From an optimization exercise on the open Yosys and OpenROAD flow, aimed at small area; shortcuts taken in it are not production practice.
RTL that was checked went through simulation tests only; none was proved equivalent to the original.
The flow treats the clock pin as an ideal source, which a real chip does not have.
No activity file was given, so power comes from the tool's default toggle rates.

==> flow/design.v <==
module top(
    input               sys_clk, sys_rst_n                  ,
    input               tim_psel, tim_pwrite, tim_penable   ,
    input   [31 : 0]    tim_paddr                           ,
    input   [31 : 0]    tim_pwdata                          ,
    output  [31 : 0]    tim_prdata                          ,
    input   [3 :  0]    tim_pstrb                           ,
    output              tim_pready                          ,
    output              tim_pslverr                         ,
    output              tim_int                             ,
    input               dbg_mode
);
    reg pready_r;
    wire acc = tim_psel & tim_penable;
    always @(posedge sys_clk or negedge sys_rst_n)
        if (!sys_rst_n) pready_r <= 1'b0;
        else            pready_r <= acc & ~pready_r;
    assign tim_pready = pready_r;
    wire wr = pready_r & acc & tim_pwrite;
    wire [11:0] a = tim_paddr[11:0];
    wire        a_ok = ~|{a[11:5], a[1:0]};
    wire [7:0]  sel = {8{a_ok}} & (8'b1 << a[4:2]);
    wire [31:0] wd = tim_pwdata;
    wire [3:0]  be = tim_pstrb;
    reg       timer_en, div_en;
    reg [3:0] div_val;
    wire err = sel[0] & (
                 (timer_en & be[0] & (wd[1] ^ div_en)) |
                 (be[1] & ((wd[11] & |wd[10:8]) | (timer_en & (wd[11:8] != div_val)))));
    assign tim_pslverr = tim_pwrite & err;
    wire tcr_we = wr & sel[0] & ~err;
    always @(posedge sys_clk or negedge sys_rst_n)
        if (!sys_rst_n) begin
            timer_en <= 1'b0;
            div_en   <= 1'b0;
            div_val  <= 4'd1;
        end else if (tcr_we) begin
            if (be[0]) begin timer_en <= wd[0]; div_en <= wd[1]; end
            if (be[1]) div_val <= wd[11:8];
        end
    reg halt_req, int_en;
    always @(posedge sys_clk or negedge sys_rst_n)
        if (!sys_rst_n) begin
            halt_req <= 1'b0;
            int_en   <= 1'b0;
        end else begin
            if (wr & sel[7] & be[0]) halt_req <= wd[0];
            if (wr & sel[5] & be[0]) int_en   <= wd[0];
        end
    wire halt = dbg_mode & halt_req;
    reg       ten_d;
    reg [7:0] pre;
    always @(posedge sys_clk or negedge sys_rst_n)
        if (!sys_rst_n) ten_d <= 1'b0;
        else            ten_d <= timer_en;
    always @(posedge sys_clk) begin
        if (!timer_en)           pre <= 8'd0;
        else if (div_en & ~halt) pre <= pre + 8'd1;
    end
    wire [7:0] pmask = ~(8'hff << div_val);
    wire tick = &(pre | ~pmask);
    wire cnt_en = timer_en & ~halt & (~div_en | tick);
    reg  [63:0] cnt;
    wire clear  = ten_d & ~timer_en;
    wire tdr_wr = wr & (sel[1] | sel[2]);
    wire inc    = cnt_en & ~tdr_wr;
    wire [7:0] ld = {8{clear}} | {{4{wr & sel[2]}} & be, {4{wr & sel[1]}} & be};
    wire [31:0] wdc = wd & {32{~clear}};
    wire [63:0] cnt_inc = cnt + {63'd0, inc};
    integer i;
    always @(posedge sys_clk or negedge sys_rst_n)
        if (!sys_rst_n) cnt <= 64'd0;
        else for (i = 0; i < 64; i = i + 1)
            cnt[i] <= ld[i/8] ? wdc[i%32] : cnt_inc[i];
    reg [63:0] ncmp;
    wire [63:0] cmp = ~ncmp;
    wire [7:0] cmp_we = {{4{wr & sel[4]}} & be, {4{wr & sel[3]}} & be};
    always @(posedge sys_clk or negedge sys_rst_n)
        if (!sys_rst_n) ncmp <= 64'd0;
        else for (i = 0; i < 64; i = i + 1)
            if (cmp_we[i/8]) ncmp[i] <= ~wd[i%32];
    reg isr;
    always @(posedge sys_clk or negedge sys_rst_n)
        if (!sys_rst_n) isr <= 1'b0;
        else if (wr & sel[6] & wd[0]) isr <= 1'b0;
        else if (cmp == cnt)          isr <= 1'b1;
    assign tim_int = int_en & isr;
    assign tim_prdata =
          ({32{sel[1]}} & cnt[31:0])
        | ({32{sel[2]}} & cnt[63:32])
        | ({32{sel[3]}} & cmp[31:0])
        | ({32{sel[4]}} & cmp[63:32])
        | ({32{sel[0]}} & {20'd0, div_val, 6'd0, div_en, timer_en})
        | {31'd0, sel[5] & int_en}
        | {31'd0, sel[6] & isr}
        | {30'd0, sel[7] & halt, sel[7] & halt_req};
endmodule
clock: 6.0 ns
lec_check: 0
cap_margin: 20
core_margin: 2
core_utilization: 40
slew_margin: 20
standard.sh (not shown) runs the stock make flow with config.mk's settings and CLKGATE_MAP_FILE= SYNTH_SCRIPT=/design/flow/synth_recipe.tcl, a recipe that flattens the netlist after the stock synthesis.
==> flow/flow/run.sh <==
#!/bin/bash
# The standard layout with: ABC area recovery in synthesis (same registers and
# names), plain buf_1 port buffers, and a clkbuf_4 clock tree whose heavily loaded
# leaf buffers are upsized after CTS.
set -euo pipefail
W=$PWD
export ALT_ABC_SCRIPT=$W/flow/abc_alt.script
export FLOW_SYNTH_TCL=$W/synth_recipe.tcl
bash standard.sh \
  "SYNTH_SCRIPT=$W/flow/synth_alt.tcl" \
  "BUFFER_PORTS_ARGS=-buffer_cell sky130_fd_sc_hd__buf_1" \
  "CTS_ARGS=-sink_clustering_enable -repair_clock_nets -root_buf sky130_fd_sc_hd__clkbuf_16 -buf_list sky130_fd_sc_hd__clkbuf_4 -dont_use_dummy_load" \
  "POST_CTS_TCL=$W/flow/cts_post.tcl" \
  finish > standard.log 2>&1
==> flow/flow/abc_alt.script <==
&get -n
&st
&dch
&nf -R 1000
&st
&deepsyn -J 100 -T 120
&st
&syn2
&if -g -K 6
&synch2
&nf -R 1000
&st
&syn2
&if -g -K 6
&synch2
&nf -R 1000
&put
topo
stime -c
dnsize -c
==> flow/flow/cts_post.tcl <==
estimate_parasitics -placement
set upsized 0
foreach inst [[ord::get_db_block] getInsts] {
  if {[[$inst getMaster] getName] ne "sky130_fd_sc_hd__clkbuf_4"} { continue }
  if {![string match "clkbuf_*" [$inst getName]]} { continue }
  set net [[$inst findITerm X] getNet]
  if {$net eq "NULL"} { continue }
  set fanout 0
  set worst 0.0
  foreach it [$net getITerms] {
    if {[$it isOutputSignal]} { continue }
    incr fanout
    set pin [get_pins "[[$it getInst] getName]/[[$it getMTerm] getName]"]
    set s [get_property $pin slew_max]
    if {$s > $worst} { set worst $s }
  }
  if {$worst > 0.110} {
    puts "cts_post: upsizing [$inst getName] (fanout $fanout, slew $worst)"
    replace_cell [$inst getName] sky130_fd_sc_hd__clkbuf_8
    incr upsized
  }
}
puts "cts_post: upsized $upsized clock buffers"
if {$upsized} {
  detailed_placement
  check_placement -verbose
  estimate_parasitics -placement
}
==> flow/flow/synth_alt.tcl <==
# The standard flow's synthesis script unchanged, except that ABC runs flow/abc_alt.script
# (area-oriented: &deepsyn, stopped after 100 steps without gain, between &nf mappings with extra area recovery; no buffer -c or upsize -c).
proc abc {args} {
  set i [lsearch $args -script]
  if {$i >= 0} { lset args [expr {$i + 1}] $::env(ALT_ABC_SCRIPT) }
  yosys abc {*}$args
}
source $::env(FLOW_SYNTH_TCL)
Next try:
--- a/flow/design.v
+++ b/flow/design.v
@@ -50,10 +50,8 @@
     wire halt = dbg_mode & halt_req;
     reg       ten_d;
     reg [7:0] pre;
-    always @(posedge sys_clk or negedge sys_rst_n)
-        if (!sys_rst_n) ten_d <= 1'b0;
-        else            ten_d <= timer_en;
     always @(posedge sys_clk) begin
+        ten_d <= timer_en;
         if (!timer_en)           pre <= 8'd0;
         else if (div_en & ~halt) pre <= pre + 8'd1;
     end
Register-to-register slack is worse by 570 ps.
Routed wire length is higher by 2.2%.
Setup slack is worse by 240 ps.
Power is lower by 1.9%.
Utilization is lower by 0.35 points.
Worst hold slack is better by 4.3 ps.
Critical path depth is higher by 1.
Die area hardly moves.
For the first run of this note, only the layout was checked, not whether the RTL still works.

## static timing again, ports no longer ideal
Ports are ideal in the flow. The routed layouts listed here were re-timed in OpenROAD.
Step 1 sets driving cells, clkbuf_16 on the clock port and buf_2 on the other inputs (assumed; they add their load-dependent delay and slew).
Step 2, shift: input delay + t, output delay - t, t = (earliest + latest rising clock arrival at the registers) / 2. This alone moves slack from input paths to output paths.
a / b / c = ideal / step 1 / step 2; a / b = the first two.
run	t (ns)	slack for setup (ns)	latest minus earliest clock arrival (ns)	worst slew at a driven data input, ns
the first run	0.419	1.263 / 1.243 / 1.124	0.035 / 0.035	0.03
the second run	0.406	1.018 / 0.996 / 0.862	0.035 / 0.035	0.03
After both steps setup and hold are still met in every run listed. For the second run, which loses most, drivers alone change the setup slack by -0.022 ns; drivers and shift together by -0.156 ns.
